Background: an optimization exercise with open tools, aiming at small area and a short achievable clock period. Do not read the settings as production practice. Where RTL was checked, it was by simulation tests only, not by an equivalence proof against the original. Only the layout flow was run in runs 1, 2 and 4 to 7; the RTL was not checked for function there. Power figures rest on the tool's default switching activity, not on a simulated workload.

--- flow/flow/run.sh ---
#!/bin/bash
# Standard ORFS layout, with the port buffers made of the smallest buffer and
# a clock tree built without dummy balancing loads.
set -euo pipefail
bash standard.sh "BUFFER_PORTS_ARGS=-buffer_cell sky130_fd_sc_hd__buf_1" \
  "CTS_ARGS=-sink_clustering_enable -repair_clock_nets -dont_use_dummy_load" finish > standard_flow.log 2>&1
--- flow/standard.sh ---
#!/bin/bash
# synth_recipe.tcl (not shown) runs the flow's synth.tcl, then flattens the netlist and writes it again
# the make line also repeats each setting of config.mk as NAME=value (left out here)
make -C /OpenROAD-flow-scripts/flow DESIGN_CONFIG=/design/flow/config.mk WORK_HOME=/design/flow/orfs CLKGATE_MAP_FILE= SYNTH_SCRIPT=/design/flow/synth_recipe.tcl "${@:-finish}"
--- flow/config.mk ---
export PLATFORM = sky130hd
export DESIGN_NAME = shifter_io_wrapper
export DESIGN_NICKNAME = shifter_io_wrapper
export VERILOG_FILES = /design/flow/design.v
export SDC_FILE = /design/flow/constraint.sdc
export NUM_CORES = 4
export LEC_CHECK = 0
export CAP_MARGIN = 20
export CORE_MARGIN = 2
export CORE_UTILIZATION = 50
export SETUP_SLACK_MARGIN = 1.1
export SLEW_MARGIN = 20
export SYNTH_HIERARCHICAL = 1
--- flow/constraint.sdc ---
create_clock -name core_clock -period 2.5 [get_ports {clk}]
set_input_delay 0.5000 -clock core_clock [delete_from_list [all_inputs] [get_ports {clk}]]
set_output_delay 0.5000 -clock core_clock [all_outputs]
set_load 0.01 [all_outputs]
--- flow/design.v ---
module mux_inv (
    input  wire a,
    input  wire b,
    input  wire s,
    input  wire sn,
    output wire y
);
    assign y = ~((a | s) & (b | sn));
endmodule
module mux_buf (
    input  wire a,
    input  wire b,
    input  wire s,
    input  wire sn,
    output wire y
);
    assign y = (a | s) & (b | sn);
endmodule
module nor2_cell (
    input  wire a,
    input  wire b,
    output wire y
);
    assign y = ~(a | b);
endmodule
module or2_cell (
    input  wire a,
    input  wire b,
    output wire y
);
    assign y = a | b;
endmodule
module inv_cell (
    input  wire a,
    output wire y
);
    assign y = ~a;
endmodule
module shifter_io_wrapper #(
    parameter integer WIDTH = 32,
    parameter integer BLOCK = 16
)(
    input  wire             clk,
    input  wire             v_in,
    input  wire [1:0]       opcode,
    input  wire [4:0]       shamt,
    input  wire [31:0]      din,
    output reg  [31:0]      dout,
    output reg              v_out
);
    genvar i;
    wire [1:0] is_left, is_leftn;
    nor2_cell u_l0  (.a(opcode[1]), .b(opcode[0]), .y(is_left[0]));
    nor2_cell u_l1  (.a(opcode[1]), .b(opcode[0]), .y(is_left[1]));
    or2_cell  u_ln0 (.a(opcode[1]), .b(opcode[0]), .y(is_leftn[0]));
    or2_cell  u_ln1 (.a(opcode[1]), .b(opcode[0]), .y(is_leftn[1]));
    wire fill     = (opcode == 2'b10) & din[31];
    wire filln    = ~fill;
    wire [4:3] shn = ~shamt[4:3];
    wire [31:0] d1;    
    wire [31:0] d2;    
    wire [31:0] d3;    
    generate
        for (i = 0; i < 32; i = i + 1) begin : g_s1
            mux_inv u_rev (.a(din[i]), .b(din[31-i]), .s(is_left[i / 16]), .sn(is_leftn[i / 16]), .y(d1[i]));
            mux_inv u_16 (.a(d1[i]), .b(i + 16 < 32 ? d1[(i + 16) % 32] : filln),
                          .s(shamt[4]), .sn(shn[4]), .y(d2[i]));
            mux_inv u_8  (.a(d2[i]), .b(i + 8 < 32 ? d2[(i + 8) % 32] : fill),
                          .s(shamt[3]), .sn(shn[3]), .y(d3[i]));
        end
    endgenerate
    wire shn2b, sh2b;
    inv_cell u_shn2b (.a(shamt[2]), .y(shn2b));
    inv_cell u_sh2b  (.a(shn2b), .y(sh2b));
    reg [31:0] m_datan;             
    reg [2:0]  m_sh;
    reg        m_shn2;
    reg        m_sh2b, m_shn2b;     
    reg        m_left;
    reg        m_fill, m_v;
    always @(posedge clk) begin
        m_datan <= d3;
        m_sh    <= shamt[2:0];
        m_shn2  <= ~shamt[2];
        m_sh2b  <= sh2b;
        m_shn2b <= shn2b;
        m_left  <= is_left[0];
        m_fill  <= fill;
        m_v     <= v_in;
    end
    wire m_filln = ~m_fill;
    wire [2:0] m_shn   = {m_shn2, ~m_sh[1], ~m_sh[0]};
    wire       m_leftn = ~m_left;
    wire [31:0] e1;    
    wire [31:0] e2;    
    wire [31:0] e3;    
    wire [31:0] e4;    
    generate
        for (i = 0; i < 32; i = i + 1) begin : g_s2
            mux_inv u_4   (.a(m_datan[i]), .b(i + 4 < 32 ? m_datan[(i + 4) % 32] : m_filln),
                           .s(i < 16 ? m_sh[2] : m_sh2b), .sn(i < 16 ? m_shn[2] : m_shn2b), .y(e1[i]));
            mux_inv u_2   (.a(e1[i]), .b(i + 2 < 32 ? e1[(i + 2) % 32] : m_fill),
                           .s(m_sh[1]), .sn(m_shn[1]), .y(e2[i]));
            mux_inv u_1   (.a(e2[i]), .b(i + 1 < 32 ? e2[(i + 1) % 32] : m_filln),
                           .s(m_sh[0]), .sn(m_shn[0]), .y(e3[i]));
            mux_buf u_rev (.a(e3[i]), .b(e3[31-i]), .s(m_left), .sn(m_leftn), .y(e4[i]));
        end
    endgenerate
    always @(posedge clk) begin
        dout  <= e4;
        v_out <= m_v;
    end
endmodule
==> impl_metrics.env, run 1 <==
export IMPL_vias_per_cell=6.75
export IMPL_vias=3299
export IMPL_dp_final_hpwl_um=5590
export IMPL_gr_total_overflow=0
export IMPL_ir_drop_mv=0.462
export IMPL_tightest_slew_ns=0.490
export IMPL_power_switching_share=0.290
export IMPL_dr_pass1_iters=5
export IMPL_synth_distinct_cells=8
export IMPL_outcome="no timing/DRC/antenna violations"
export IMPL_rows=28
export IMPL_max_cap_violations=0
export IMPL_detail_route_antenna_nets=0
export IMPL_die_area_um2=6710
export IMPL_fmax_mhz=720
export IMPL_cts_tree="yes"
export IMPL_power_internal_w=0.00191
export IMPL_timing_worst_setup_path_type="flip-flop to flip-flop"
export IMPL_grt_usage=0.244
export IMPL_numPortBuffers=73
export IMPL_drc=0
export IMPL_synth_area_leaders="dfxtp_1 (49%), o22ai_1 (40%), o22a_1 (9.2%)"
export IMPL_synth_top_area_cell="dfxtp_1"
export IMPL_crit_slowest_cell="dfxtp_4"
export IMPL_diodes=0
export IMPL_die_w_um=81.9
export IMPL_ctsHoldBuffers=0
export IMPL_power_share_clock=0.245
export IMPL_cts_buffers=9
export IMPL_cpLargestDelayFamily="compound AO/OA/AOI/OAI gates"
export IMPL_period_needed_ns=1.39
export IMPL_maxSlewViolCount=0
export IMPL_io_pins=74
export IMPL_crit_top_cell="o22ai_1"
export IMPL_cp_required_ns=2.72
export IMPL_clkLatencyLatePin_ns=0.34
export IMPL_drtIter0Drc=357
export IMPL_finalHoldViolCount=0
export IMPL_pwr_share_seq=0.515
export IMPL_comb_power_share=0.240
export IMPL_grt_antenna_before_repair=0
export IMPL_fin_skew_ns=0.0217
export IMPL_critPathArrivalTime_ns=1.61
export IMPL_final_common_cell="o22ai_1"
export IMPL_areaGrowthSynthToFinish_pct=24.7
export IMPL_cts_root_buffer="clkbuf_8"
export IMPL_coreArea_um2=5890
export IMPL_wl_per_cell_um=17.0
export IMPL_grt_pass1_wl_um=12700
export IMPL_crit_fanout=11
export IMPL_grt_pass1_vias=2712
export IMPL_slew_headroom=0.673
export IMPL_wirelength_um=8300
export IMPL_leakagePower_nw=1.27
export IMPL_ys_seq_area_frac=0.488
export IMPL_die_h_um=81.9
export IMPL_synth_warnings=7
export IMPL_gp_congestion=0.933
export IMPL_path_buf_inv=2
export IMPL_syn_area_um2=3030
export IMPL_synth_top_area_share=0.488
export IMPL_critPathMaxStageDelay_ns=0.41
export IMPL_htree_levels=3
export IMPL_path_cells="clkinvlp_4 -> buf_4 -> o22ai_1 -> o22ai_1 -> o22a_1"
export IMPL_cts_buffer_depth=2
export IMPL_holdWs_ns=0.257
export IMPL_hp_class="input port to flip-flop"
export IMPL_clkTransAtPathRegs_ns=0.06
export IMPL_synth_nets=354
export IMPL_drive_above_1_share=0.126
export IMPL_synth_avg_cell_area_um2=9.69
export IMPL_final_cell_mix="o22ai_1 (185), buf_1 (71), dfxtp_1 (67)"
export IMPL_start_kind="flip-flop"
export IMPL_p_switching_w=0.000781
export IMPL_start_util=0.515
export IMPL_crit_path_end_kind="flip-flop"
export IMPL_fin_tns_setup_ns=0
export IMPL_grt_start_max_net_pins=33
export IMPL_finalSetupViolations=0
export IMPL_cts_sinks=74
export IMPL_synthCells=313
export IMPL_rsz0062_at_grt="yes"
export IMPL_period_share=0.555
export IMPL_fin_nets=457
export IMPL_ys_ff_latch=74
export IMPL_powerDensity_nw_per_um2=712
-- final timing paths --
path | depth (start not counted) | slack [ns] | end | start
setup reg to reg | 5 | 1.11 | dout[12] | m_sh[1]
hold / removal | 1 | 0.26 | m_v | v_in
setup / recovery | 5 | 1.11 | dout[12] | m_sh[1]
hold reg to reg | 0 | 0.33 | v_out | m_v
-- cells in the mapped netlist --
library cell	instances
and3b_1	1
o22ai_1	192
inv_1	9
nor2_1	2
dfxtp_1	74
o22a_1	32
or2_1	2
nand3b_1	1
-- through the flow --
step | utilization | instances | power (W) | instance area [um2] | setup slack, ns
after CTS | 0.627 | 485 | 0.00268 | 3690 | 1.11
final | 0.643 | 489 | 0.00269 | 3780 | 1.11
after detailed placement | 0.591 | 466 | 0.00201 | 3480 | 0.544
after global routing | 0.643 | 489 | 0.00284 | 3780 | 1.04
after floorplan | - | 313 | 0.00181 | 3070 | 0.932
after global placement | 0.591 | 466 | 0.00200 | 3480 | 0.570
-- per-module statistics from Yosys (local to each module, per instance) --
module | cells | flip-flops and latches | times used | cell area [um2]
nor2_cell | 1 | 0 | 2 | 3.75
or2_cell | 1 | 0 | 2 | 6.26
mux_buf | 1 | 0 | 32 | 8.76
inv_cell | 1 | 0 | 2 | 3.75
shifter_io_wrapper | 83 | 74 | 1 | 1520
mux_inv | 1 | 0 | 192 | 6.26
-- metal layers --
layer	vias up	track usage	routed length [um]	share of wire
met3	23	0.0516	569	0.069
met2	189	0.392	3840	0.46
met1	1482	0.311	3670	0.44
li1	1605	-	-	-
met4	0	0.115	211	0.025
met5	-	0	0	0
-- final cells by class --
cell class	count	area, um2
clock buffers	9	124
fillers	521	2100
inverters	9	48.8
multi-input cells	230	1580
flip-flops and latches	74	1500
well taps	75	93.8
repair buffers	89	409
repair inverters	3	22.5
-- power by group through the flow --
stage	Clock [W]	Combinational, W	Sequential [W]
after floorplan	0	0.000361	0.00145
after global routing	0.000730	0.000707	0.00140
after detailed placement	0	0.000591	0.00142
final	0.000659	0.000647	0.00139
after global placement	0	0.000589	0.00141
after CTS	0.000679	0.000616	0.00139
-- sequential cells by signal, indices dropped and copies added (netlist names) --
register  flops
m_fill        1
m_sh          3
dout         32
m_v           1
v_out         1
m_sh2b        1
m_shn2b       1
m_shn2        1
m_datan      32
m_left        1
-- kinds of logic (layout without fill, tap and decap cells) --
family                 after synthesis  after routing  share of synthesized area
AOI/OAI and AO/OA                  224            224                      0.488
buffers and inverters                9            110                     0.0111
DFF                                 74             74                      0.488
and+or+nand+nor                      6              6                     0.0120
-- timing repair --
item	in CTS	in global routing
gates resized for setup	9	13
buffers inserted	9	2
cloned	1	2
endpoints found under the setup margin	64	62
pin swaps	1	1
==> run 2: changes to the inputs <==
--- a/flow/config.mk
+++ b/flow/config.mk
@@ -7,7 +7,7 @@
 export LEC_CHECK = 0
 export CAP_MARGIN = 20
 export CORE_MARGIN = 2
-export CORE_UTILIZATION = 50
+export CORE_UTILIZATION = 40
 export SETUP_SLACK_MARGIN = 1.1
 export SLEW_MARGIN = 20
 export SYNTH_HIERARCHICAL = 1
==> impl_metrics.env, run 2 <==
export IMPL_outcome="no timing/DRC/antenna violations"
export IMPL_die_area_um2=8290
export IMPL_whs_path_depth=1
export IMPL_fillCellCount=730
export IMPL_fmax_mhz=717
export IMPL_vias_per_cell=6.41
export IMPL_drive_above_1_share=0.117
export IMPL_synth_top_area_share=0.488
export IMPL_synth_avg_cell_area_um2=9.69
export IMPL_cts_sinks=74
export IMPL_fin_skew_ns=0.0235
export IMPL_finalHoldViolCount=0
export IMPL_crit_top_cell="o22ai_1"
export IMPL_place_area_um2=3510
export IMPL_areaGrowthSynthToFinish_pct=24.7
export IMPL_fin_nets=453
export IMPL_critPathArrivalTime_ns=1.59
export IMPL_highest_layer="met4"
export IMPL_synth_main_ff_cell="dfxtp_1"
export IMPL_clkLatencyLatePin_ns=0.34
export IMPL_final_common_cell="o22ai_1"
export IMPL_coreArea_um2=7290
export IMPL_grt_usage=0.187
export IMPL_design_area_um2=3780
export IMPL_cts_tree="yes"
export IMPL_period_needed_ns=1.39
export IMPL_start_kind="flip-flop"
export IMPL_start_util=0.416
export IMPL_gr_total_overflow=0
export IMPL_final_cell_mix="o22ai_1 (185), buf_1 (71), dfxtp_1 (67)"
export IMPL_htree_levels=3
export IMPL_drc=0
export IMPL_numPortBuffers=73
export IMPL_dr_wl_met2_um=3680
export IMPL_synth_nets=354
export IMPL_ys_seq_area_frac=0.488
export IMPL_largest_registers="dout: 32 flops, m_datan: 32 flops, m_sh: 3 flops"
export IMPL_synth_top_area_cell="dfxtp_1"
export IMPL_path_cells="clkinvlp_4 -> buf_4 -> o22ai_1 -> o22ai_1 -> o22a_1"
export IMPL_slew_headroom=0.590
export IMPL_synth_edf_count=0
export IMPL_syn_area_um2=3030
export IMPL_hp_class="input port to flip-flop"
export IMPL_crit_fanout=16
export IMPL_async_flop_share=0
export IMPL_io_pins=74
export IMPL_cp_required_ns=2.70
export IMPL_grt_pass1_wl_um=12700
export IMPL_leakagePower_nw=1.25
export IMPL_dp_final_hpwl_um=5680
export IMPL_ys_ff_latch=74
export IMPL_cts_root_buffer="clkbuf_8"
export IMPL_wirelength_um=8310
export IMPL_detail_route_antenna_nets=0
export IMPL_wl_met1_um=3840
export IMPL_crit_slowest_cell="dfxtp_4"
export IMPL_tightest_slew_ns=0.614
export IMPL_synthCells=313
export IMPL_grt_start_max_net_pins=33
export IMPL_rsz0062_at_grt="yes"
export IMPL_grt_pass1_vias=2689
export IMPL_gp_congestion=0.861
export IMPL_powerDensity_nw_per_um2=712
export IMPL_r2r_worst_path_cells=5
export IMPL_diodes=0
export IMPL_clkTransAtPathRegs_ns=0.07
export IMPL_ir_drop_mv=0.214
export IMPL_ctsHoldBuffers=0
export IMPL_cts_buffer_depth=2
export IMPL_synth_commonest_cells="o22ai_1 (192), dfxtp_1 (74), o22a_1 (32)"
export IMPL_cts_buffers=9
export IMPL_crit_path_end_kind="flip-flop"
export IMPL_grt_antenna_before_repair=0
export IMPL_maxSlewViolCount=0
export IMPL_dr_pass1_iters=5
export IMPL_drtIter0Drc=270
export IMPL_fin_tns_setup_ns=0
export IMPL_max_cap_violations=0
export IMPL_vias=3265
export IMPL_yosysMostFrequentCell="o22ai_1"
export IMPL_wl_per_cell_um=16.3
export IMPL_synth_warnings=7
export IMPL_die_w_um=91.1
export IMPL_finalSetupViolations=0
export IMPL_rows=31
export IMPL_period_share=0.558
export IMPL_wl_met3_um=585
export IMPL_synth_area_leaders="dfxtp_1 (49%), o22ai_1 (40%), o22a_1 (9.2%)"
export IMPL_die_h_um=91.1
export IMPL_timing_worst_setup_path_type="flip-flop to flip-flop"
export IMPL_synth_distinct_cells=8
export IMPL_critPathMaxStageDelay_ns=0.40
## run 2: timing repair
item,4_1_cts,5_1_grt
cloned,1,2
pin swaps,1,1
setup buffers,6,1
resized for setup,9,12
endpoints found under the setup margin,64,62
## run 2: metrics by stage
step,setup slack (ns),total power [W],cells,util,hold WS (ns)
after CTS,1.12,0.00269,506,0.507,0.229
after floorplan,0.932,0.00181,313,-,0.310
after detailed placement,0.563,0.00201,490,0.481,0.316
after global placement,0.574,0.00201,490,0.481,0.312
after global routing,1.07,0.00283,509,0.519,0.227
final,1.11,0.00269,509,0.519,0.249
## run 2: kinds of logic after synthesis
logic type,count (synthesis),share of synthesized area
compound gates,224,0.488
flops,74,0.488
buf+inv,9,0.0111
simple gates,6,0.0120
## run 2: area by class of cell
class	count	area [um2]	area share
clock buffers	9	124	0.0327
repair inverters	3	22.5	0.00595
repair buffers	85	379	0.100
multi-input cells	230	1580	0.418
inverters	9	48.8	0.0129
well taps	99	124	0.0327
flip-flops and latches	74	1500	0.397
## run 2: Yosys stat by module (local to each module, per instance)
module | area (um2) | flops+latches
shifter_io_wrapper | 1520 | 74
mux_buf | 8.76 | 0
mux_inv | 6.26 | 0
or2_cell | 6.26 | 0
inv_cell | 3.75 | 0
nor2_cell | 3.75 | 0
## run 2: power by group
part / switching [W] / internal [W] / leakage [nW]
registers: 0.0000713 / 0.00132 / 0.626
clock network: 0.000342 / 0.000320 / 0.0647
logic: 0.000369 / 0.000272 / 0.560
total: 0.000783 / 0.00191 / 1.25
## run 2: per-layer routing
layer | GRT usage | up-vias
met2 | 0.294 | 174
met1 | 0.240 | 1479
met5 | 0 | -
met4 | 0.106 | 0
li1 | - | 1589
met3 | 0.0340 | 23
## run 2: final timing paths
check             startpoint      end  slack [ns]
setup / recovery     m_sh[1]  dout[7]        1.11
hold / removal      shamt[1]  m_sh[1]        0.25
setup reg to reg     m_sh[1]  dout[7]        1.11
hold reg to reg          m_v    v_out        0.33
## run 2: worst max-delay path: cells and delay by family, from the launching register on
family,cells,cell delay (ns)
AO/OA/AOI/OAI,3,0.57
flip-flops,1,0.40
buffers and inverters,2,0.28
==> run 3: changes to the inputs <==
--- a/flow/design.v
+++ b/flow/design.v
@@ -73,24 +73,22 @@
     inv_cell u_shn2b (.a(shamt[2]), .y(shn2b));
     inv_cell u_sh2b  (.a(shn2b), .y(sh2b));
     reg [31:0] m_datan;             
-    reg [2:0]  m_sh;
-    reg        m_shn2;
+    reg [2:0]  m_sh, m_shn;
     reg        m_sh2b, m_shn2b;     
-    reg        m_left;
+    reg        m_left, m_leftn;
     reg        m_fill, m_v;
     always @(posedge clk) begin
         m_datan <= d3;
         m_sh    <= shamt[2:0];
-        m_shn2  <= ~shamt[2];
+        m_shn   <= ~shamt[2:0];
         m_sh2b  <= sh2b;
         m_shn2b <= shn2b;
         m_left  <= is_left[0];
+        m_leftn <= is_leftn[0];
         m_fill  <= fill;
         m_v     <= v_in;
     end
     wire m_filln = ~m_fill;
-    wire [2:0] m_shn   = {m_shn2, ~m_sh[1], ~m_sh[0]};
-    wire       m_leftn = ~m_left;
     wire [31:0] e1;    
     wire [31:0] e2;    
     wire [31:0] e3;    
==> flow/flow/run.sh (replaced) <==
#!/bin/bash
# Standard ORFS layout, with the port buffers made of the smallest buffer and
# a clock tree built without dummy balancing loads.
set -euo pipefail
bash standard.sh "BUFFER_PORTS_ARGS=-buffer_cell sky130_fd_sc_hd__buf_1" \
  "CTS_ARGS=-sink_clustering_enable -repair_clock_nets -dont_use_dummy_load -buf_list {sky130_fd_sc_hd__clkbuf_2 sky130_fd_sc_hd__clkbuf_4}" finish > standard_flow.log 2>&1
--- a/flow/config.mk
+++ b/flow/config.mk
@@ -7,7 +7,7 @@
 export LEC_CHECK = 0
 export CAP_MARGIN = 20
 export CORE_MARGIN = 2
-export CORE_UTILIZATION = 40
+export CORE_UTILIZATION = 50
 export SETUP_SLACK_MARGIN = 1.1
 export SLEW_MARGIN = 20
 export SYNTH_HIERARCHICAL = 1
==> impl_metrics.env, run 3 <==
export IMPL_outcome="no timing/DRC/antenna violations"
export IMPL_period_needed_ns=1.36
export IMPL_drtIter0Drc=191
export IMPL_place_area_um2=3540
export IMPL_critPathMaxStageDelay_ns=0.32
export IMPL_slew_headroom=0.659
export IMPL_comb_power_share=0.243
export IMPL_ys_seq_area_frac=0.499
export IMPL_die_area_um2=6820
export IMPL_p_switching_w=0.000780
export IMPL_crit_slowest_cell="dfxtp_1"
export IMPL_r2r_start="m_sh[2]"
export IMPL_yosysMostFrequentCell="o22ai_1"
export IMPL_period_share=0.543
export IMPL_cts_tree="yes"
export IMPL_crit_start="dout[0]"
export IMPL_synth_main_ff_cell="dfxtp_1"
export IMPL_grt_pass1_wl_um=12500
export IMPL_power_share_clock=0.199
export IMPL_critPathArrivalTime_ns=0.86
export IMPL_ir_drop_mv=0.349
export IMPL_htree_levels=3
export IMPL_fin_skew_ns=0.0370
export IMPL_grt_antenna_before_repair=0
export IMPL_path_cells="buf_2"
export IMPL_power_w=0.00260
export IMPL_grt_pass1_vias=2562
export IMPL_cts_buffers=9
export IMPL_vias=3171
export IMPL_syn_area_um2=3090
export IMPL_hp_class="input port to flip-flop"
export IMPL_cts_sinks=77
export IMPL_synth_avg_cell_area_um2=9.81
export IMPL_final_common_cell="o22ai_1"
export IMPL_ys_ff_latch=77
export IMPL_synth_warnings=7
export IMPL_die_w_um=82.6
export IMPL_drive_above_1_share=0.178
export IMPL_synth_nets=356
export IMPL_max_cap_violations=0
export IMPL_diodes=0
export IMPL_power_internal_w=0.00182
export IMPL_power_switching_share=0.299
export IMPL_vias_per_cell=6.61
export IMPL_fin_util=0.628
export IMPL_fmax_mhz=737
export IMPL_wirelength_um=7990
export IMPL_final_cell_mix="o22ai_1 (185), dfxtp_1 (67), buf_1 (40)"
export IMPL_gp_congestion=0.865
export IMPL_dp_final_hpwl_um=5650
export IMPL_path_buf_inv=1
export IMPL_start_kind="flip-flop"
export IMPL_numPortBuffers=73
export IMPL_cp_required_ns=2.00
export IMPL_pwr_share_seq=0.557
export IMPL_fin_tns_setup_ns=0
export IMPL_cts_buffer_depth=2
export IMPL_synth_distinct_cells=8
export IMPL_detail_route_antenna_nets=0
export IMPL_synth_edf_count=0
export IMPL_fin_cells=480
export IMPL_cpLargestDelayFamily="flip-flops"
export IMPL_synth_top_area_share=0.499
export IMPL_rows=28
export IMPL_crit_path_end_kind="output pin"
export IMPL_finalSetupViolations=0
export IMPL_post_cts_buffers=0
export IMPL_crit_fanout=1
export IMPL_maxSlewViolCount=0
export IMPL_drc=0
export IMPL_synthCells=315
export IMPL_dr_pass1_iters=4
export IMPL_finalHoldViolCount=0
export IMPL_clkTransAtPathRegs_ns=0.11
export IMPL_placed_cells=471
export IMPL_synth_area_leaders="dfxtp_1 (50%), o22ai_1 (39%), o22a_1 (9.1%)"
export IMPL_async_flop_share=0
export IMPL_leakagePower_nw=1.33
export IMPL_die_h_um=82.6
export IMPL_grt_usage=0.241
export IMPL_cts_root_buffer="clkbuf_4"
export IMPL_grt_start_max_net_pins=33
export IMPL_timing_worst_setup_path_type="flip-flop to output pin"
export IMPL_coreArea_um2=5960
export IMPL_synth_top_area_cell="dfxtp_1"
export IMPL_regToRegSetupSlack_ns=1.17
export IMPL_fin_nets=448
export IMPL_gr_total_overflow=0
export IMPL_design_area_um2=3740
export IMPL_powerDensity_nw_per_um2=697
export IMPL_areaGrowthSynthToFinish_pct=21.0
export IMPL_worstHoldStart="v_in"
export IMPL_wl_per_cell_um=16.7
export IMPL_io_pins=74
export IMPL_synth_commonest_cells="o22ai_1 (192), dfxtp_1 (77), o22a_1 (32)"
export IMPL_largest_registers="dout: 32 flops, m_datan: 32 flops"
export IMPL_start_util=0.519
export IMPL_clkLatencyLatePin_ns=0.42
export IMPL_tightest_slew_ns=0.512
export IMPL_rsz0062_at_grt="yes"
[run 3: cell types whose count changed in the layout (fill, tap and decap cells not counted)]
cell,delta
buf_12,-1
inv_1,+2
clkbuf_8,-9
buf_4,-3
clkbuf_2,+20
buf_6,+3
dfxtp_2,+3
buf_1,-31
clkinvlp_4,-6
buf_2,+8
clkbuf_4,+9
[run 3: layout make-up]
type                       count  area (um2)
clock buffer                   9        67.6
fill                         531        2220
inverter                       8        33.8
multi-input combinational    230        1580
sequential                    77        1570
tap                           75        93.8
timing repair buffer          81         394
[run 3: logic make-up (layout without fill, tap and decap cells)]
family | Yosys count | count (layout) | synth area share
AO/OA/AOI/OAI | 224 | 224 | 0.480
flip-flops | 77 | 77 | 0.499
AND/OR/NAND/NOR | 6 | 6 | 0.0117
buffers and inverters | 8 | 98 | 0.00972
[run 3: worst paths after layout]
kind	endpoint	depth (start not counted)
min reg2reg	v_out	0
max reg2reg	dout[2]	4
min	m_v	1
max	dout[0]	1
[run 3: per-stage QoR]
step | setup slack (ns) | hold WS, ns
after floorplan | 1.10 | 0.310
after global placement | 0.561 | 0.315
after detailed placement | 0.536 | 0.324
after CTS | 1.10 | 0.167
after global routing | 1.07 | 0.158
final | 1.14 | 0.178
[run 3: power by group through the flow]
stage	clock network, W	registers [W]	logic (W)
detailed placement	0	0.00147	0.000589
global placement	0	0.00147	0.000589
finish	0.000518	0.00145	0.000634
global route	0.000577	0.00147	0.000702
floorplan	0	0.00152	0.000345
CTS	0.000528	0.00144	0.000595
[run 3: per-layer routing]
layer	track usage	up-vias	part of all wire
met4	0.0934	0	0.010
li1	-	1591	-
met3	0.0522	7	0.048
met1	0.325	1461	0.47
met2	0.376	112	0.47
met5	0	-	0
[run 3: what timing repair did]
item                                    4_1_cts  5_1_grt
hold buffers                                  0        0
endpoints found under the setup margin       48       85
gates resized for setup                       6       64
pin swaps                                     0        0
[run 3: Yosys stat by module, one instance, submodules excluded]
module	cell area [um2]	times used	cells
nor2_cell	3.75	2	1
shifter_io_wrapper	1580	1	85
mux_inv	6.26	192	1
or2_cell	6.26	2	1
inv_cell	3.75	2	1
mux_buf	8.76	32	1
==> run 4: changes to the inputs <==
--- a/flow/design.v
+++ b/flow/design.v
@@ -49,11 +49,14 @@
     output reg              v_out
 );
     genvar i;
-    wire [1:0] is_left, is_leftn;
-    nor2_cell u_l0  (.a(opcode[1]), .b(opcode[0]), .y(is_left[0]));
-    nor2_cell u_l1  (.a(opcode[1]), .b(opcode[0]), .y(is_left[1]));
-    or2_cell  u_ln0 (.a(opcode[1]), .b(opcode[0]), .y(is_leftn[0]));
-    or2_cell  u_ln1 (.a(opcode[1]), .b(opcode[0]), .y(is_leftn[1]));
+    wire [3:0] is_left, is_leftn;
+    genvar c;
+    generate
+        for (c = 0; c < 4; c = c + 1) begin : g_dec
+            nor2_cell u_l  (.a(opcode[1]), .b(opcode[0]), .y(is_left[c]));
+            or2_cell  u_ln (.a(opcode[1]), .b(opcode[0]), .y(is_leftn[c]));
+        end
+    endgenerate
     wire fill     = (opcode == 2'b10) & din[31];
     wire filln    = ~fill;
     wire [4:3] shn = ~shamt[4:3];
@@ -62,27 +65,31 @@
     wire [31:0] d3;    
     generate
         for (i = 0; i < 32; i = i + 1) begin : g_s1
-            mux_inv u_rev (.a(din[i]), .b(din[31-i]), .s(is_left[i / 16]), .sn(is_leftn[i / 16]), .y(d1[i]));
+            mux_inv u_rev (.a(din[i]), .b(din[31-i]), .s(is_left[i / 8]), .sn(is_leftn[i / 8]), .y(d1[i]));
             mux_inv u_16 (.a(d1[i]), .b(i + 16 < 32 ? d1[(i + 16) % 32] : filln),
                           .s(shamt[4]), .sn(shn[4]), .y(d2[i]));
             mux_inv u_8  (.a(d2[i]), .b(i + 8 < 32 ? d2[(i + 8) % 32] : fill),
                           .s(shamt[3]), .sn(shn[3]), .y(d3[i]));
         end
     endgenerate
-    wire shn2b, sh2b;
-    inv_cell u_shn2b (.a(shamt[2]), .y(shn2b));
-    inv_cell u_sh2b  (.a(shn2b), .y(sh2b));
+    wire [3:0] sh2_c, shn2_c;
+    generate
+        for (c = 0; c < 4; c = c + 1) begin : g_sh2
+            inv_cell u_n (.a(shamt[2]), .y(shn2_c[c]));
+            inv_cell u_p (.a(shn2_c[c]), .y(sh2_c[c]));
+        end
+    endgenerate
     reg [31:0] m_datan;             
-    reg [2:0]  m_sh, m_shn;
-    reg        m_sh2b, m_shn2b;     
+    reg [1:0]  m_sh, m_shn;
+    reg [3:0]  m_sh2, m_shn2;
     reg        m_left, m_leftn;
     reg        m_fill, m_v;
     always @(posedge clk) begin
         m_datan <= d3;
-        m_sh    <= shamt[2:0];
-        m_shn   <= ~shamt[2:0];
-        m_sh2b  <= sh2b;
-        m_shn2b <= shn2b;
+        m_sh    <= shamt[1:0];
+        m_shn   <= ~shamt[1:0];
+        m_sh2   <= sh2_c;
+        m_shn2  <= shn2_c;
         m_left  <= is_left[0];
         m_leftn <= is_leftn[0];
         m_fill  <= fill;
@@ -96,7 +103,7 @@
     generate
         for (i = 0; i < 32; i = i + 1) begin : g_s2
             mux_inv u_4   (.a(m_datan[i]), .b(i + 4 < 32 ? m_datan[(i + 4) % 32] : m_filln),
-                           .s(i < 16 ? m_sh[2] : m_sh2b), .sn(i < 16 ? m_shn[2] : m_shn2b), .y(e1[i]));
+                           .s(m_sh2[i / 8]), .sn(m_shn2[i / 8]), .y(e1[i]));
             mux_inv u_2   (.a(e1[i]), .b(i + 2 < 32 ? e1[(i + 2) % 32] : m_fill),
                            .s(m_sh[1]), .sn(m_shn[1]), .y(e2[i]));
             mux_inv u_1   (.a(e2[i]), .b(i + 1 < 32 ? e2[(i + 1) % 32] : m_filln),
==> flow/flow/run.sh (replaced) <==
#!/bin/bash
# Standard ORFS layout, with the port buffers made of the smallest buffer and
# a clock tree built without dummy balancing loads.
set -euo pipefail
bash standard.sh "BUFFER_PORTS_ARGS=-buffer_cell sky130_fd_sc_hd__buf_1" \
  "CTS_ARGS=-sink_clustering_enable -repair_clock_nets -dont_use_dummy_load -buf_list sky130_fd_sc_hd__clkbuf_4" finish > standard_flow.log 2>&1
==> impl_metrics.env, run 4 <==
export IMPL_largest_registers="dout: 32 flops, m_datan: 32 flops"
export IMPL_drive_above_1_share=0.169
export IMPL_grt_busiest_layer="met2"
export IMPL_worstHoldStart="v_in"
export IMPL_synth_top_area_cell="dfxtp_1"
export IMPL_fin_tns_setup_ns=0
export IMPL_async_flop_share=0
export IMPL_fin_cells=498
export IMPL_start_util=0.511
export IMPL_numPortBuffers=73
export IMPL_dr_pass1_iters=4
export IMPL_die_w_um=84.1
export IMPL_clkLatencyLatePin_ns=0.40
export IMPL_vias_per_cell=6.71
export IMPL_io_pins=74
export IMPL_diodes=0
export IMPL_die_area_um2=7070
export IMPL_areaGrowthSynthToFinish_pct=19.9
export IMPL_fmax_mhz=738
export IMPL_synth_warnings=7
export IMPL_seqCellArea_um2=1640
export IMPL_cts_buffer_depth=2
export IMPL_synth_simple_area_share=0.0176
export IMPL_drc=0
export IMPL_grt_pass1_wl_um=14100
export IMPL_synth_xor_area_frac=0
export IMPL_synth_main_ff_cell="dfxtp_1"
export IMPL_synth_compound_area_share=0.462
export IMPL_synth_area_leaders="dfxtp_1 (51%), o22ai_1 (37%), o22a_1 (8.7%)"
export IMPL_synth_commonest_cells="o22ai_1 (192), dfxtp_1 (81), o22a_1 (32)"
export IMPL_wl_per_cell_um=18.3
export IMPL_powerDensity_nw_per_um2=703
export IMPL_synth_mux_area_frac=0
export IMPL_hp_class="input port to flip-flop"
export IMPL_gp_congestion=0.871
export IMPL_rsz0062_at_grt="yes"
export IMPL_gr_total_overflow=0
export IMPL_period_share=0.542
export IMPL_yosysMostFrequentCell="o22ai_1"
export IMPL_synth_avg_cell_area_um2=9.78
export IMPL_path_buf_inv=1
export IMPL_use_met3=0.0465
export IMPL_grt_pass1_vias=2917
export IMPL_crit_fanout=1
export IMPL_grt_usage=0.248
export IMPL_finalSetupViolations=0
export IMPL_fin_skew_ns=0.0379
export IMPL_synth_top_area_share=0.505
export IMPL_synthCells=328
export IMPL_grt_start_max_net_pins=33
export IMPL_met1_usage=0.340
export IMPL_crit_slowest_cell="dfxtp_2"
export IMPL_start_kind="flip-flop"
export IMPL_synth_nets=369
export IMPL_die_h_um=84.1
export IMPL_period_needed_ns=1.35
export IMPL_finalHoldViolCount=0
export IMPL_crit_path_end_kind="output pin"
export IMPL_fin_ws_ns=1.15
export IMPL_path_cells="buf_6"
export IMPL_place_ws_ns=0.508
export IMPL_clkTransAtPathRegs_ns=0.12
export IMPL_fin_nets=464
export IMPL_met2_usage=0.392
export IMPL_critPathMaxStageDelay_ns=0.34
export IMPL_ys_seq_area_frac=0.505
export IMPL_ys_ff_latch=81
export IMPL_crit_start="dout[16]"
export IMPL_ctsHoldBuffers=0
export IMPL_rows=29
export IMPL_drtIter0Drc=318
export IMPL_grt_antenna_before_repair=0
export IMPL_htree_levels=3
export IMPL_synth_edf_count=0
export IMPL_slew_headroom=0.620
export IMPL_maxSlewViolCount=0
export IMPL_r2r_start="m_shn2[3]"
export IMPL_max_cap_violations=0
export IMPL_power_w=0.00270
export IMPL_cpLargestDelayFamily="flip-flops"
export IMPL_cts_root_buffer="clkbuf_4"
export IMPL_fillCellCount=582
export IMPL_vias=3340
export IMPL_timing_worst_setup_path_type="flip-flop to output pin"
export IMPL_outcome="no timing/DRC/antenna violations"
export IMPL_synth_top_family_by_area="compound AO/OA/AOI/OAI gates"
export IMPL_cts_tree="yes"
export IMPL_final_common_cell="o22ai_1"
export IMPL_wirelength_um=9110
export IMPL_cts_buffers=9
export IMPL_tightest_slew_ns=0.570
export IMPL_critPathArrivalTime_ns=0.85
export IMPL_synth_adder_area_share=0
export IMPL_syn_area_um2=3210
export IMPL_final_cell_mix="o22ai_1 (191), dfxtp_1 (68), buf_1 (43)"
export IMPL_dp_final_hpwl_um=6490
export IMPL_coreArea_um2=6280
export IMPL_cp_required_ns=2.00
export IMPL_placed_cells=484
export IMPL_cts_sinks=81
export IMPL_synth_distinct_cells=8
export IMPL_detail_route_antenna_nets=0
export IMPL_multi_input_area_um2=1560
export IMPL_ir_drop_mv=0.441
export IMPL_leakagePower_nw=1.39
## run 4: cell count changes after synthesis, sizes merged
cell / before / now
dfxtp: 77 / 81
inv: 8 / 13
nor2: 2 / 4
or2: 2 / 4
## run 4: path summary, 6_finish.rpt
check,end,slack (ns),cells after the start
setup / recovery,dout[16],1.15,1
hold / removal,m_v,0.19,1
setup reg to reg,dout[30],1.18,4
hold reg to reg,v_out,0.36,0
## run 4: timing repair
action / CTS / global route
resized for setup: 12 / 51
setup endpoints to repair: 37 / 84
cloned: 0 / 1
pin swaps: 1 / 0
buffers inserted: 2 / 1
## run 4: where the power goes
part / internal [W] / total (W) / switching [W]
clock network: 0.000168 / 0.000530 / 0.000362
logic: 0.000291 / 0.000645 / 0.000354
registers: 0.00144 / 0.00153 / 0.0000905
total: 0.00190 / 0.00270 / 0.000807
## run 4: through the flow
| stage | hold slack (ns) | utilization | cell area, um2 |
|---|---|---|---|
| floorplan | 0.310 | - | 3210 |
| global placement | 0.316 | 0.578 | 3630 |
| detailed placement | 0.323 | 0.578 | 3630 |
| CTS | 0.173 | 0.595 | 3730 |
| global route | 0.155 | 0.613 | 3850 |
| finish | 0.193 | 0.613 | 3850 |
## run 4: layout make-up
type,count,share of cell area
Inverter,13,0.0137
Clock buffer,9,0.0176
Sequential cell,81,0.426
Multi-Input combinational cell,234,0.405
Timing Repair Buffer,83,0.110
Timing Repair inverter,1,0.00195
Tap cell,77,0.0250
## run 4: logic make-up (layout without fill, tap and decap cells)
logic type      count (synthesis)  count (layout)
compound gates                224             224
simple gates                   10              10
buf+inv                        13             106
flops                          81              81
## run 4: layer usage
layer | up-vias | share of wire
li1 | 1624 | -
met1 | 1573 | 0.44
met2 | 133 | 0.48
met3 | 10 | 0.062
met4 | 0 | 0.015
met5 | - | 0
## run 4: modules after synthesis, one instance, submodules excluded
module | flops+latches | cells
mux_buf | 0 | 1
mux_inv | 0 | 1
inv_cell | 0 | 1
nor2_cell | 0 | 1
or2_cell | 0 | 1
shifter_io_wrapper | 81 | 88
==> run 5: changes to the inputs <==
==> flow/design.v (replaced) <==
module mux_inv (
    input  wire a,
    input  wire b,
    input  wire s,
    input  wire sn,
    output wire y
);
    assign y = ~((a | s) & (b | sn));
endmodule
module mask_bit (
    input  wire an,
    input  wire m,
    input  wire g,
    output wire y
);
    assign y = ~((an & m) | g);
endmodule
module shifter_io_wrapper #(
    parameter integer WIDTH = 32,
    parameter integer BLOCK = 16
)(
    input  wire             clk,
    input  wire             v_in,
    input  wire [1:0]       opcode,
    input  wire [4:0]       shamt,
    input  wire [31:0]      din,
    output reg  [31:0]      dout,
    output reg              v_out
);
    genvar i;
    wire is_left = (opcode == 2'b00);
    wire fill    = (opcode == 2'b10) & din[31];
    wire [4:0] rot = is_left ? (5'd0 - shamt) : shamt;
    wire [4:0] rotn = ~rot;
    wire [31:0] d1;    
    wire [31:0] d2;    
    wire [31:0] d3;    
    generate
        for (i = 0; i < 32; i = i + 1) begin : g_s1
            mux_inv u_1 (.a(din[i]), .b(din[(i + 1) % 32]), .s(rot[0]), .sn(rotn[0]), .y(d1[i]));
            mux_inv u_2 (.a(d1[i]),  .b(d1[(i + 2) % 32]),  .s(rot[1]), .sn(rotn[1]), .y(d2[i]));
            mux_inv u_4 (.a(d2[i]),  .b(d2[(i + 4) % 32]),  .s(rot[2]), .sn(rotn[2]), .y(d3[i]));
        end
    endgenerate
    reg [31:0] m_data;    
    reg [4:3]  m_rot;
    reg [4:0]  m_sh;
    reg        m_left, m_fill, m_v;
    always @(posedge clk) begin
        m_data <= d3;
        m_rot  <= rot[4:3];
        m_sh   <= shamt;
        m_left <= is_left;
        m_fill <= fill;
        m_v    <= v_in;
    end
    wire [4:3] m_rotn = ~m_rot;
    wire [31:0] e1;    
    wire [31:0] e2;    
    generate
        for (i = 0; i < 32; i = i + 1) begin : g_s2
            mux_inv u_8  (.a(m_data[i]), .b(m_data[(i + 8) % 32]), .s(m_rot[3]), .sn(m_rotn[3]), .y(e1[i]));
            mux_inv u_16 (.a(e1[i]),     .b(e1[(i + 16) % 32]),    .s(m_rot[4]), .sn(m_rotn[4]), .y(e2[i]));
        end
    endgenerate
    reg [31:0] keep;
    integer k;
    always @* begin
        for (k = 0; k < 32; k = k + 1)
            keep[k] = m_left ? (k >= m_sh) : (k + m_sh <= 31);
    end
    wire [31:0] fillg = ~(keep | {32{m_fill}});    
    wire [31:0] res;
    generate
        for (i = 0; i < 32; i = i + 1) begin : g_out
            mask_bit u_m (.an(e2[i]), .m(keep[i]), .g(fillg[i]), .y(res[i]));
        end
    endgenerate
    always @(posedge clk) begin
        dout  <= res;
        v_out <= m_v;
    end
endmodule
==> flow/flow/run.sh (replaced) <==
#!/bin/bash
# Standard ORFS layout; only the cell used for the port buffers differs.
set -euo pipefail
bash standard.sh "BUFFER_PORTS_ARGS=-buffer_cell sky130_fd_sc_hd__buf_1" finish > standard_flow.log 2>&1
--- a/flow/config.mk
+++ b/flow/config.mk
@@ -7,7 +7,7 @@
 export LEC_CHECK = 0
 export CAP_MARGIN = 20
 export CORE_MARGIN = 2
-export CORE_UTILIZATION = 50
-export SETUP_SLACK_MARGIN = 1.1
+export CORE_UTILIZATION = 40
+export SETUP_SLACK_MARGIN = 0.8
 export SLEW_MARGIN = 20
 export SYNTH_HIERARCHICAL = 1
==> impl_metrics.env, run 5 <==
export IMPL_grt_antenna_before_repair=0
export IMPL_grt_usage=0.207
export IMPL_leakagePower_nw=1.80
export IMPL_fin_ws_ns=0.774
export IMPL_htree_levels=3
export IMPL_start_kind="input port"
export IMPL_wirelength_um=12100
export IMPL_gp_congestion=0.905
export IMPL_clkTransAtPathRegs_ns=0.07
export IMPL_crit_slowest_cell="ha_4"
export IMPL_maxSlewViolCount=0
export IMPL_synth_top_area_cell="dfxtp_1"
export IMPL_start_util=0.415
export IMPL_diodes=0
export IMPL_grt_pass1_wl_um=18400
export IMPL_areaGrowthSynthToFinish_pct=28.9
export IMPL_cts_root_buffer="clkbuf_8"
export IMPL_die_h_um=105
export IMPL_async_flop_share=0
export IMPL_clkLatencyLatePin_ns=0.34
export IMPL_path_buf_inv=4
export IMPL_synth_commonest_cells="o22ai_1 (162), dfxtp_1 (75), a21oi_2 (33)"
export IMPL_vias=4161
export IMPL_die_area_um2=11000
export IMPL_crit_fanout=8
export IMPL_drc=0
export IMPL_cts_tree="yes"
export IMPL_outcome="no timing/DRC/antenna violations"
export IMPL_cts_buffers=9
export IMPL_synth_top_area_share=0.367
export IMPL_slew_headroom=0.619
export IMPL_design_area_um2=5270
export IMPL_dp_final_hpwl_um=8800
export IMPL_cts_buffer_depth=2
export IMPL_io_pins=74
export IMPL_period_needed_ns=1.73
export IMPL_fin_nets=597
export IMPL_ys_ff_latch=75
export IMPL_finalSetupViolations=0
export IMPL_ir_drop_mv=0.234
export IMPL_finalHoldViolCount=0
export IMPL_ys_seq_area_frac=0.367
export IMPL_critPathMaxStageDelay_ns=0.26
export IMPL_synth_distinct_cells=60
export IMPL_cp_required_ns=2.71
export IMPL_critPathArrivalTime_ns=1.94
export IMPL_syn_area_um2=4090
export IMPL_fin_skew_ns=0.00593
export IMPL_cpLargestDelayFamily="buffers and inverters"
export IMPL_rows=36
export IMPL_synth_main_ff_cell="dfxtp_1"
export IMPL_drive_above_1_share=0.260
export IMPL_wl_per_cell_um=17.7
export IMPL_fmax_mhz=579
export IMPL_detail_route_antenna_nets=0
export IMPL_drtIter0Drc=254
export IMPL_tightest_slew_ns=0.572
export IMPL_place_ws_ns=0.355
export IMPL_synth_area_leaders="dfxtp_1 (37%), o22ai_1 (25%), a21oi_2 (7.1%)"
export IMPL_rsz0062_at_grt="yes"
export IMPL_place_area_um2=4610
export IMPL_vias_per_cell=6.07
export IMPL_coreArea_um2=9860
export IMPL_period_share=0.691
export IMPL_fin_util=0.534
export IMPL_synth_warnings=7
export IMPL_path_cells="buf_6 -> clkinvlp_4 -> ha_4 -> mux2i_4 -> clkinvlp_4 -> clkbuf_16 -> o22ai_4 -> o22ai_1"
export IMPL_final_cell_mix="o22ai_1 (127), buf_1 (71), dfxtp_1 (68)"
export IMPL_gr_total_overflow=0
export IMPL_yosysMostFrequentCell="o22ai_1"
export IMPL_cts_sinks=75
export IMPL_grt_pass1_vias=3652
export IMPL_synth_edf_count=0
export IMPL_final_common_cell="o22ai_1"
export IMPL_timing_worst_setup_path_type="input port to flip-flop"
export IMPL_die_w_um=105
export IMPL_crit_top_cell="clkinvlp_4"
export IMPL_hp_class="input port to flip-flop"
export IMPL_largest_registers="dout: 32 flops, m_data: 32 flops, m_sh: 5 flops"
export IMPL_synth_avg_cell_area_um2=8.87
export IMPL_dr_pass1_iters=5
export IMPL_synthCells=461
export IMPL_grt_start_max_net_pins=37
export IMPL_powerDensity_nw_per_um2=686
export IMPL_max_cap_violations=0
export IMPL_synth_nets=509
export IMPL_crit_path_end_kind="flip-flop"
export IMPL_numPortBuffers=73
run 5: cell count changes in the layout (fill, tap and decap cells not counted), sizes merged, moves of 10 or more:
cell    delta
nor2      +16
nand2     +13
a21oi     +51
o21ai     +10
o22ai     -30
o22a      -30
buf       +28
clkbuf    -12
run 5: layout make-up:
cell class	instances	area, um2
flip-flops and latches	75	1520
clock inverters	2	35.0
multi-input cells	353	2800
well taps	133	166
inverters	15	71.3
repair buffers	95	528
clock buffers	13	159
fillers	902	4590
run 5: kinds of logic (layout without fill, tap and decap cells):
group / count (synthesis) / after routing / synth area share
AO/OA/AOI/OAI: 284 / 284 / 0.483
flip-flops: 75 / 75 / 0.367
AND/OR/NAND/NOR: 58 / 58 / 0.0710
buffers and inverters: 33 / 125 / 0.0483
adder cells (fa/ha/maj): 7 / 7 / 0.0214
XOR/XNOR: 3 / 3 / 0.00643
multiplexers: 1 / 1 / 0.00245
run 5: per-module statistics from Yosys (local to each module, per instance):
module | flip-flops and latches | cell area (um2)
mux_inv | 0 | 6.26
mask_bit | 0 | 8.76
shifter_io_wrapper | 75 | 2810
run 5: through the flow:
stage / instances / TNS [ns] / hold slack [ns] / power (W)
final: 686 / 0 / 0.271 / 0.00361
after global routing: 686 / 0 / 0.264 / 0.00381
after CTS: 682 / 0 / 0.262 / 0.00351
after detailed placement: 667 / 0 / 0.335 / 0.00255
after global placement: 667 / 0 / 0.310 / 0.00253
after floorplan: 461 / -13.67 / 0.310 / 0.00224
run 5: worst paths after layout:
path / start / endpoint / slack [ns] / depth (start not counted)
max: shamt[0] / m_data[20] / 0.77 / 8
min: v_in / m_v / 0.27 / 1
max reg2reg: m_left / dout[18] / 0.84 / 5
min reg2reg: m_v / v_out / 0.35 / 0
run 5: where the power goes:
group	leakage (nW)	switching, W	internal (W)	total (W)
clock	0.0995	0.000405	0.000509	0.000915
sequential	0.633	0.0000953	0.00139	0.00149
combinational	1.07	0.000723	0.000492	0.00121
run 5: per-layer routing:
layer	global-route usage	wire length [um]
met5	0	0
met2	0.348	5800
met1	0.263	5350
met3	0.0387	729
met4	0.0781	230
run 5: worst reg2reg max path: stages (launching register included):
cell     delay, ns
dfxtp_1       0.35
buf_4         0.36
or3b_1        0.45
a21oi_2       0.19
a211o_1       0.14
a21oi_2       0.05
run 5: timing repair:
action	4_1_cts	5_1_grt
pin swaps	2	6
hold buffers	0	0
setup endpoints to repair	51	47
resized for setup	34	47
buffers inserted	0	1
cloned	0	3
==> run 6: changes to the inputs <==
--- a/flow/design.v
+++ b/flow/design.v
@@ -7,13 +7,20 @@
 );
     assign y = ~((a | s) & (b | sn));
 endmodule
-module mask_bit (
-    input  wire an,
-    input  wire m,
-    input  wire g,
+module oai21 (
+    input  wire a,
+    input  wire b,
+    input  wire c,
     output wire y
 );
-    assign y = ~((an & m) | g);
+    assign y = ~((a | b) & c);
+endmodule
+module nand2 (
+    input  wire a,
+    input  wire b,
+    output wire y
+);
+    assign y = ~(a & b);
 endmodule
 module shifter_io_wrapper #(
     parameter integer WIDTH = 32,
@@ -27,10 +34,10 @@
     output reg  [31:0]      dout,
     output reg              v_out
 );
-    genvar i;
+    genvar i, j;
     wire is_left = (opcode == 2'b00);
     wire fill    = (opcode == 2'b10) & din[31];
-    wire [4:0] rot = is_left ? (5'd0 - shamt) : shamt;
+    wire [4:0] rot  = is_left ? (5'd0 - shamt) : shamt;
     wire [4:0] rotn = ~rot;
     wire [31:0] d1;    
     wire [31:0] d2;    
@@ -43,18 +50,18 @@
         end
     endgenerate
     reg [31:0] m_data;    
-    reg [4:3]  m_rot;
+    reg [4:3]  m_rot, m_rotn;
     reg [4:0]  m_sh;
     reg        m_left, m_fill, m_v;
     always @(posedge clk) begin
         m_data <= d3;
         m_rot  <= rot[4:3];
+        m_rotn <= rotn[4:3];
         m_sh   <= shamt;
         m_left <= is_left;
         m_fill <= fill;
         m_v    <= v_in;
     end
-    wire [4:3] m_rotn = ~m_rot;
     wire [31:0] e1;    
     wire [31:0] e2;    
     generate
@@ -63,17 +70,40 @@
             mux_inv u_16 (.a(e1[i]),     .b(e1[(i + 16) % 32]),    .s(m_rot[4]), .sn(m_rotn[4]), .y(e2[i]));
         end
     endgenerate
-    reg [31:0] keep;
-    integer k;
-    always @* begin
-        for (k = 0; k < 32; k = k + 1)
-            keep[k] = m_left ? (k >= m_sh) : (k + m_sh <= 31);
-    end
-    wire [31:0] fillg = ~(keep | {32{m_fill}});    
+    wire [4:0] nb = ~m_sh;
+    wire [4:0] up_x  = {5{m_left}} & nb;      
+    wire [4:0] up_y  = {5{m_left}} | nb;
+    wire [4:0] lo_x  = {5{~m_left}} & nb;     
+    wire [4:0] lo_y  = {5{~m_left}} | nb;
+    wire [1:0]  k1n = ~{up_y[0], lo_y[0]};    
+    wire [3:0]  k2;                           
+    wire [7:0]  k3n;                          
+    wire [15:0] k4;                           
+    wire [31:0] keepn;                        
+    generate
+        for (j = 0; j < 2; j = j + 1) begin : g_k2
+            oai21 u_lo (.a(~lo_y[1]), .b(k1n[j]), .c(~lo_x[1]), .y(k2[j]));
+            oai21 u_up (.a(~up_y[1]), .b(k1n[j]), .c(~up_x[1]), .y(k2[j + 2]));
+        end
+        for (j = 0; j < 4; j = j + 1) begin : g_k3
+            oai21 u_lo (.a(lo_x[2]), .b(k2[j]), .c(lo_y[2]), .y(k3n[j]));
+            oai21 u_up (.a(up_x[2]), .b(k2[j]), .c(up_y[2]), .y(k3n[j + 4]));
+        end
+        for (j = 0; j < 8; j = j + 1) begin : g_k4
+            oai21 u_lo (.a(~lo_y[3]), .b(k3n[j]), .c(~lo_x[3]), .y(k4[j]));
+            oai21 u_up (.a(~up_y[3]), .b(k3n[j]), .c(~up_x[3]), .y(k4[j + 8]));
+        end
+        for (j = 0; j < 16; j = j + 1) begin : g_k5
+            oai21 u_lo (.a(lo_x[4]), .b(k4[j]), .c(lo_y[4]), .y(keepn[j]));
+            oai21 u_up (.a(up_x[4]), .b(k4[j]), .c(up_y[4]), .y(keepn[j + 16]));
+        end
+    endgenerate
     wire [31:0] res;
+    wire [31:0] h;
     generate
         for (i = 0; i < 32; i = i + 1) begin : g_out
-            mask_bit u_m (.an(e2[i]), .m(keep[i]), .g(fillg[i]), .y(res[i]));
+            nand2 u_h (.a(keepn[i]), .b(m_fill), .y(h[i]));
+            oai21 u_r (.a(e2[i]), .b(keepn[i]), .c(h[i]), .y(res[i]));
         end
     endgenerate
     always @(posedge clk) begin
==> impl_metrics.env, run 6 <==
export IMPL_start_kind="input port"
export IMPL_synth_top_area_share=0.453
export IMPL_die_area_um2=9270
export IMPL_final_cell_mix="o22ai_1 (155), o21ai_1 (87), dfxtp_1 (76)"
export IMPL_final_common_cell="o22ai_1"
export IMPL_powerDensity_nw_per_um2=772
export IMPL_grt_start_max_net_pins=36
export IMPL_synthCells=402
export IMPL_diodes=0
export IMPL_slew_headroom=0.341
export IMPL_vias_per_cell=5.99
export IMPL_ctsHoldBuffers=0
export IMPL_critPathArrivalTime_ns=1.89
export IMPL_tightest_slew_ns=0.987
export IMPL_crit_top_cell="o22ai_1"
export IMPL_comb_power_share=0.280
export IMPL_crit_fanout=32
export IMPL_fin_cells=609
export IMPL_vias=3650
export IMPL_gr_total_overflow=0
export IMPL_async_flop_share=0
export IMPL_cts_root_buffer="clkbuf_8"
export IMPL_synth_commonest_cells="o22ai_1 (160), o21ai_1 (92), dfxtp_1 (77)"
export IMPL_cp_required_ns=2.73
export IMPL_clkTransAtPathRegs_ns=0.08
export IMPL_synth_nets=444
export IMPL_detail_route_antenna_nets=0
export IMPL_fin_skew_ns=0.0125
export IMPL_rows=33
export IMPL_grt_antenna_before_repair=0
export IMPL_maxSlewViolCount=0
export IMPL_path_buf_inv=2
export IMPL_areaGrowthSynthToFinish_pct=25.6
export IMPL_numPortBuffers=73
export IMPL_regToRegSetupSlack_ns=0.95
export IMPL_cts_buffer_depth=2
export IMPL_start_util=0.414
export IMPL_fmax_mhz=600
export IMPL_finalSetupViolations=0
export IMPL_critPathMaxStageDelay_ns=0.40
export IMPL_die_h_um=96.3
export IMPL_drive_above_1_share=0.113
export IMPL_yosysMostFrequentCell="o22ai_1"
export IMPL_drtIter0Drc=230
export IMPL_crit_start="shamt[0]"
export IMPL_coreArea_um2=8220
export IMPL_p_switching_w=0.00113
export IMPL_r2r_worst_path_cells=7
export IMPL_fin_nets=541
export IMPL_crit_slowest_cell="mux2_4"
export IMPL_placed_cells=591
export IMPL_cts_buffers=9
export IMPL_dp_final_hpwl_um=7050
export IMPL_power_internal_w=0.00217
export IMPL_leakagePower_nw=1.43
export IMPL_grt_usage=0.209
export IMPL_period_share=0.667
export IMPL_cts_sinks=77
export IMPL_htree_levels=3
export IMPL_ys_ff_latch=77
export IMPL_crit_path_end_kind="flip-flop"
export IMPL_cts_tree="yes"
export IMPL_grt_pass1_vias=3115
export IMPL_dr_pass1_iters=4
export IMPL_synth_warnings=7
export IMPL_synth_top_area_cell="dfxtp_1"
export IMPL_max_cap_violations=0
export IMPL_synth_distinct_cells=25
export IMPL_clkLatencyLatePin_ns=0.35
export IMPL_grt_pass1_wl_um=15100
export IMPL_crit_cells=6
export IMPL_holdWs_ns=0.240
export IMPL_synth_main_ff_cell="dfxtp_1"
export IMPL_power_share_clock=0.260
export IMPL_synth_edf_count=0
export IMPL_synth_avg_cell_area_um2=8.47
export IMPL_ir_drop_mv=0.264
export IMPL_outcome="no timing/DRC/antenna violations"
export IMPL_drc=0
export IMPL_largest_registers="dout: 32 flops, m_data: 32 flops, m_sh: 5 flops"
export IMPL_period_needed_ns=1.67
export IMPL_wirelength_um=9500
export IMPL_syn_area_um2=3410
export IMPL_io_pins=74
export IMPL_gp_congestion=0.897
export IMPL_ys_seq_area_frac=0.453
export IMPL_synth_area_leaders="dfxtp_1 (45%), o22ai_1 (29%), o21ai_1 (14%)"
export IMPL_endpoint="m_data[6]"
export IMPL_r2r_start="m_left"
export IMPL_fin_tns_setup_ns=0
export IMPL_power_switching_share=0.343
export IMPL_die_w_um=96.3
export IMPL_wl_per_cell_um=15.6
export IMPL_finalHoldViolCount=0
export IMPL_timing_worst_setup_path_type="input port to flip-flop"
export IMPL_cpLargestDelayFamily="compound AO/OA/AOI/OAI gates"
export IMPL_hp_class="input port to flip-flop"
export IMPL_r2r_end="dout[1]"
export IMPL_rsz0062_at_grt="yes"
export IMPL_pwr_share_seq=0.460
export IMPL_path_cells="buf_1 -> clkinvlp_4 -> ha_4 -> mux2_4 -> o22ai_1 -> o22ai_1"
run 6: cells by family (layout without fill, tap and decap cells):
family                     after synthesis  count (layout)  synth area share
muxes                                    2               2           0.00625
AOI/OAI and AO/OA                      258             258             0.442
buffers and inverters                    3             105           0.00331
adders and majority gates                1               1           0.00367
DFF                                     77              77             0.453
and+or+nand+nor                         59              59            0.0867
xor gates and xnor gates                 2               2           0.00514
run 6: worst reg2reg max path, cell delays in order, from the launching register on:
cell     delay, ns
dfxtp_4       0.40
or2_2         0.33
o21ai_2       0.08
o21ai_1       0.13
o21ai_1       0.22
o21ai_1       0.13
nand2_1       0.10
o21ai_1       0.07
run 6: metrics by stage:
step,area (um2),power [W],utilization,setup WS (ns)
2_1_floorplan,3490,0.00213,-,0.191
3_3_place_gp,3990,0.00241,0.486,0.382
3_5_place_dp,3990,0.00242,0.486,0.346
4_1_cts,4190,0.00329,0.510,0.817
5_1_grt,4280,0.00349,0.521,0.762
6_report,4280,0.00330,0.521,0.834
run 6: worst min path at each step:
stage / startpoint / endpoint / slack, ns / depth (start not counted)
finish: v_in / m_v / 0.24 / 1
global route: v_in / m_v / 0.25 / 1
CTS: v_in / m_v / 0.23 / 1
detailed placement: m_v / v_out / 0.33 / 0
global placement: m_v / v_out / 0.32 / 0
floorplan: m_v / v_out / 0.31 / 0
run 6: area by class of cell:
cell class | count | area [um2]
timing repair buffer | 87 | 417
fill | 809 | 3940
inverter | 2 | 11.3
sequential | 77 | 1550
tap | 105 | 131
clock buffer | 9 | 124
clock inverter | 7 | 57.6
multi-input combinational | 322 | 1990
run 6: power by group through the flow:
stage	Sequential, W	Clock [W]	Combinational [W]
floorplan	0.00161	0	0.000514
global placement	0.00154	0	0.000869
detailed placement	0.00155	0	0.000874
CTS	0.00152	0.000884	0.000886
global route	0.00154	0.000922	0.00102
finish	0.00152	0.000861	0.000924
run 6: timing repair:
item,CTS,global route
setup buffers,0,1
gates cloned,0,1
pin swaps,0,3
setup endpoints to repair,34,45
hold endpoints to repair,0,0
resized for setup,5,14
run 6: modules after synthesis, one instance, submodules excluded:
module / cells / times used
shifter_io_wrapper: 118 / 1
mux_inv: 1 / 160
oai21: 1 / 92
nand2: 1 / 32
run 6: routing by layer:
metal  routed length [um]  global-route usage  up-vias
met5                    0                   0        -
met4                  176              0.0893        0
met3                  525              0.0266       13
met2                 4130               0.321      131
met1                 4660               0.293     1641
li1                     -                   -     1865
==> run 7: changes to the inputs <==
--- a/flow/config.mk
+++ b/flow/config.mk
@@ -7,7 +7,7 @@
 export LEC_CHECK = 0
 export CAP_MARGIN = 20
 export CORE_MARGIN = 2
-export CORE_UTILIZATION = 40
-export SETUP_SLACK_MARGIN = 0.8
+export CORE_UTILIZATION = 60
+export SETUP_SLACK_MARGIN = 1.0
 export SLEW_MARGIN = 20
 export SYNTH_HIERARCHICAL = 1
==> impl_metrics.env, run 7 <==
export IMPL_outcome="no timing/DRC/antenna violations"
export IMPL_grt_antenna_before_repair=0
export IMPL_design_area_um2=5110
export IMPL_gr_total_overflow=0
export IMPL_synth_top_area_share=0.453
export IMPL_htree_levels=3
export IMPL_synth_commonest_cells="o22ai_1 (160), o21ai_1 (92), dfxtp_1 (77)"
export IMPL_synth_area_leaders="dfxtp_1 (45%), o22ai_1 (29%), o21ai_1 (14%)"
export IMPL_start_util=0.618
export IMPL_synth_top_family_by_area="compound AO/OA/AOI/OAI gates"
export IMPL_areaGrowthSynthToFinish_pct=49.9
export IMPL_synth_nets=444
export IMPL_async_flop_share=0
export IMPL_grt_usage=0.364
export IMPL_ys_ff_latch=77
export IMPL_start_kind="flip-flop"
export IMPL_gp_congestion=0.977
export IMPL_clkLatencyLatePin_ns=0.35
export IMPL_fin_skew_ns=0.0179
export IMPL_synth_adder_area_share=0.00367
export IMPL_die_w_um=79.3
export IMPL_maxSlewViolCount=0
export IMPL_synth_simple_area_share=0.0867
export IMPL_fin_cells=591
export IMPL_ir_drop_mv=0.484
export IMPL_place_area_um2=3930
export IMPL_cts_tree="yes"
export IMPL_max_cap_violations=0
export IMPL_io_pins=74
export IMPL_synthCells=402
export IMPL_period_share=0.702
export IMPL_fmax_mhz=570
export IMPL_numPortBuffers=73
export IMPL_largest_registers="dout: 32 flops, m_data: 32 flops, m_sh: 5 flops"
export IMPL_grt_pass1_vias=3802
export IMPL_die_h_um=79.3
export IMPL_finalHoldViolCount=0
export IMPL_diodes=0
export IMPL_synth_xor_area_frac=0.00514
export IMPL_crit_slowest_cell="dfxtp_1"
export IMPL_final_cell_mix="o22ai_1 (111), dfxtp_1 (76), buf_1 (69)"
export IMPL_path_buf_inv=0
export IMPL_drtIter0Drc=1013
export IMPL_synth_mux_area_frac=0.00625
export IMPL_vias_per_cell=8.18
export IMPL_rsz0062_at_grt="yes"
export IMPL_synth_edf_count=0
export IMPL_cts_buffers=9
export IMPL_clkTransAtPathRegs_ns=0.08
export IMPL_synth_distinct_cells=25
export IMPL_cts_buffer_depth=2
export IMPL_path_cells="nand2_1 -> o21ai_1 -> nand2_1 -> o21ai_1"
export IMPL_slew_headroom=0.255
export IMPL_final_common_cell="o22ai_1"
export IMPL_ys_seq_area_frac=0.453
export IMPL_vias=4835
export IMPL_fin_nets=556
export IMPL_yosysMostFrequentCell="o22ai_1"
export IMPL_powerDensity_nw_per_um2=792
export IMPL_timing_worst_setup_path_type="flip-flop to flip-flop"
export IMPL_drc=0
export IMPL_die_area_um2=6290
export IMPL_cp_required_ns=2.75
export IMPL_cts_root_buffer="clkbuf_8"
export IMPL_dr_pass1_iters=10
export IMPL_placed_cells=556
export IMPL_grt_start_max_net_pins=36
export IMPL_detail_route_antenna_nets=0
export IMPL_hp_class="input port to flip-flop"
export IMPL_rows=27
export IMPL_dp_final_hpwl_um=6770
export IMPL_fin_tns_setup_ns=0
export IMPL_wirelength_um=16000
export IMPL_leakagePower_nw=1.76
export IMPL_drive_above_1_share=0.299
export IMPL_grt_pass1_wl_um=18100
export IMPL_wl_per_cell_um=27.1
export IMPL_synth_main_ff_cell="dfxtp_1"
export IMPL_finalSetupViolations=0
export IMPL_cts_sinks=77
export IMPL_synth_compound_area_share=0.442
export IMPL_period_needed_ns=1.75
export IMPL_critPathArrivalTime_ns=2.01
export IMPL_crit_path_end_kind="flip-flop"
export IMPL_crit_fanout=16
export IMPL_synth_avg_cell_area_um2=8.47
export IMPL_synth_top_area_cell="dfxtp_1"
export IMPL_synth_warnings=7
export IMPL_coreArea_um2=5510
export IMPL_cpLargestDelayFamily="simple AND/OR/NAND/NOR gates"
export IMPL_tightest_slew_ns=1.12
export IMPL_critPathMaxStageDelay_ns=0.52
export IMPL_syn_area_um2=3410
-- run 7: timing repair --
action / 4_1_cts / 5_1_grt
cloned: 3 / 3
resized for setup: 65 / 82
endpoints found under the setup margin: 64 / 63
pin swaps: 24 / 45
hold buffers: 0 / 0
setup buffers: 9 / 4
-- run 7: per-layer routing --
metal | track usage | routed length [um] | up-vias
li1 | - | - | 1903
met1 | 0.453 | 5260 | 2110
met2 | 0.608 | 6800 | 624
met3 | 0.0693 | 2400 | 198
met4 | 0.169 | 1550 | 0
met5 | 0 | 0 | -
-- run 7: logic make-up (layout without fill, tap and decap cells) --
family,after synthesis,count (layout)
AOI/OAI and AO/OA,258,258
DFF,77,77
and+or+nand+nor,59,59
buffers and inverters,3,117
xor gates and xnor gates,2,2
muxes,2,5
adders and majority gates,1,1
-- run 7: path summary, 6_finish.rpt --
kind	start	to	slack (ns)	depth (start not counted)
setup / recovery	m_sh[4]	dout[10]	0.75	4
hold / removal	v_in	m_v	0.24	1
setup reg to reg	m_sh[4]	dout[10]	0.75	4
hold reg to reg	m_v	v_out	0.33	0
-- run 7: per-module statistics from Yosys (local to each module, per instance) --
module / area (um2) / cells
mux_inv: 6.26 / 1
oai21: 5.00 / 1
shifter_io_wrapper: 1820 / 118
nand2: 3.75 / 1
-- run 7: metrics by stage --
step                      total power [W]  utilization  hold slack [ns]  worst slack [ns]
after floorplan                   0.00213            -            0.310             0.191
after global placement            0.00239        0.713            0.314             0.289
after detailed placement          0.00241        0.713            0.314             0.261
after CTS                         0.00368        0.834            0.239             0.990
after global routing              0.00414        0.927            0.229             0.705
final                             0.00405        0.927            0.239             0.746
-- run 7: where the power goes --
group / total (W) / switching, W / internal (W)
clock network: 0.00119 / 0.000465 / 0.000720
registers: 0.00154 / 0.000112 / 0.00143
logic: 0.00132 / 0.000817 / 0.000500
-- run 7: area by class of cell --
type / count / area, um2
fillers: 179 / 400
multi-input cells: 325 / 2580
well taps: 72 / 90.1
flip-flops and latches: 77 / 1550
clock buffers: 11 / 151
clock inverters: 5 / 106
inverters: 2 / 11.3
repair buffers: 99 / 619

-- separate check: timing with driven ports --
No port has a modelled driver above. Below, the same layouts with a new extraction and two added sets of constraints. Step 1: set_driving_cell puts a clkbuf_16 on clk and a buf_2 on each other input, an assumption about the parent block. Step 2, shift: input delay + t, output delay - t, t = (earliest + latest rising clock arrival at the registers) / 2. This alone moves slack from input paths to output paths. Three values: ideal, step 1, step 2; two values: the first two.
run	t (ns)	setup WS [ns]	worst hold slack (ns)	slew at the worst register clock pin (ns)	cell pins on the clock port's net
run 1	0.357	1.112 / 1.112 / 0.807	0.257 / 0.255 / 0.333	0.07 / 0.07	1
run 2	0.354	1.106 / 1.106 / 0.827	0.249 / 0.241 / 0.327	0.07 / 0.07	1
run 3	0.427	1.144 / 1.117 / 0.758	0.178 / 0.176 / 0.337	0.12 / 0.12	1
run 4	0.410	1.146 / 1.117 / 0.760	0.193 / 0.186 / 0.363	0.12 / 0.12	1
run 5	0.373	0.774 / 0.768 / 0.395	0.271 / 0.263 / 0.349	0.07 / 0.07	1
run 6	0.376	0.834 / 0.838 / 0.462	0.240 / 0.238 / 0.331	0.09 / 0.09	1
run 7	0.371	0.746 / 0.746 / 0.401	0.239 / 0.234 / 0.332	0.09 / 0.09	1
After both steps setup and hold are still met in every run listed.
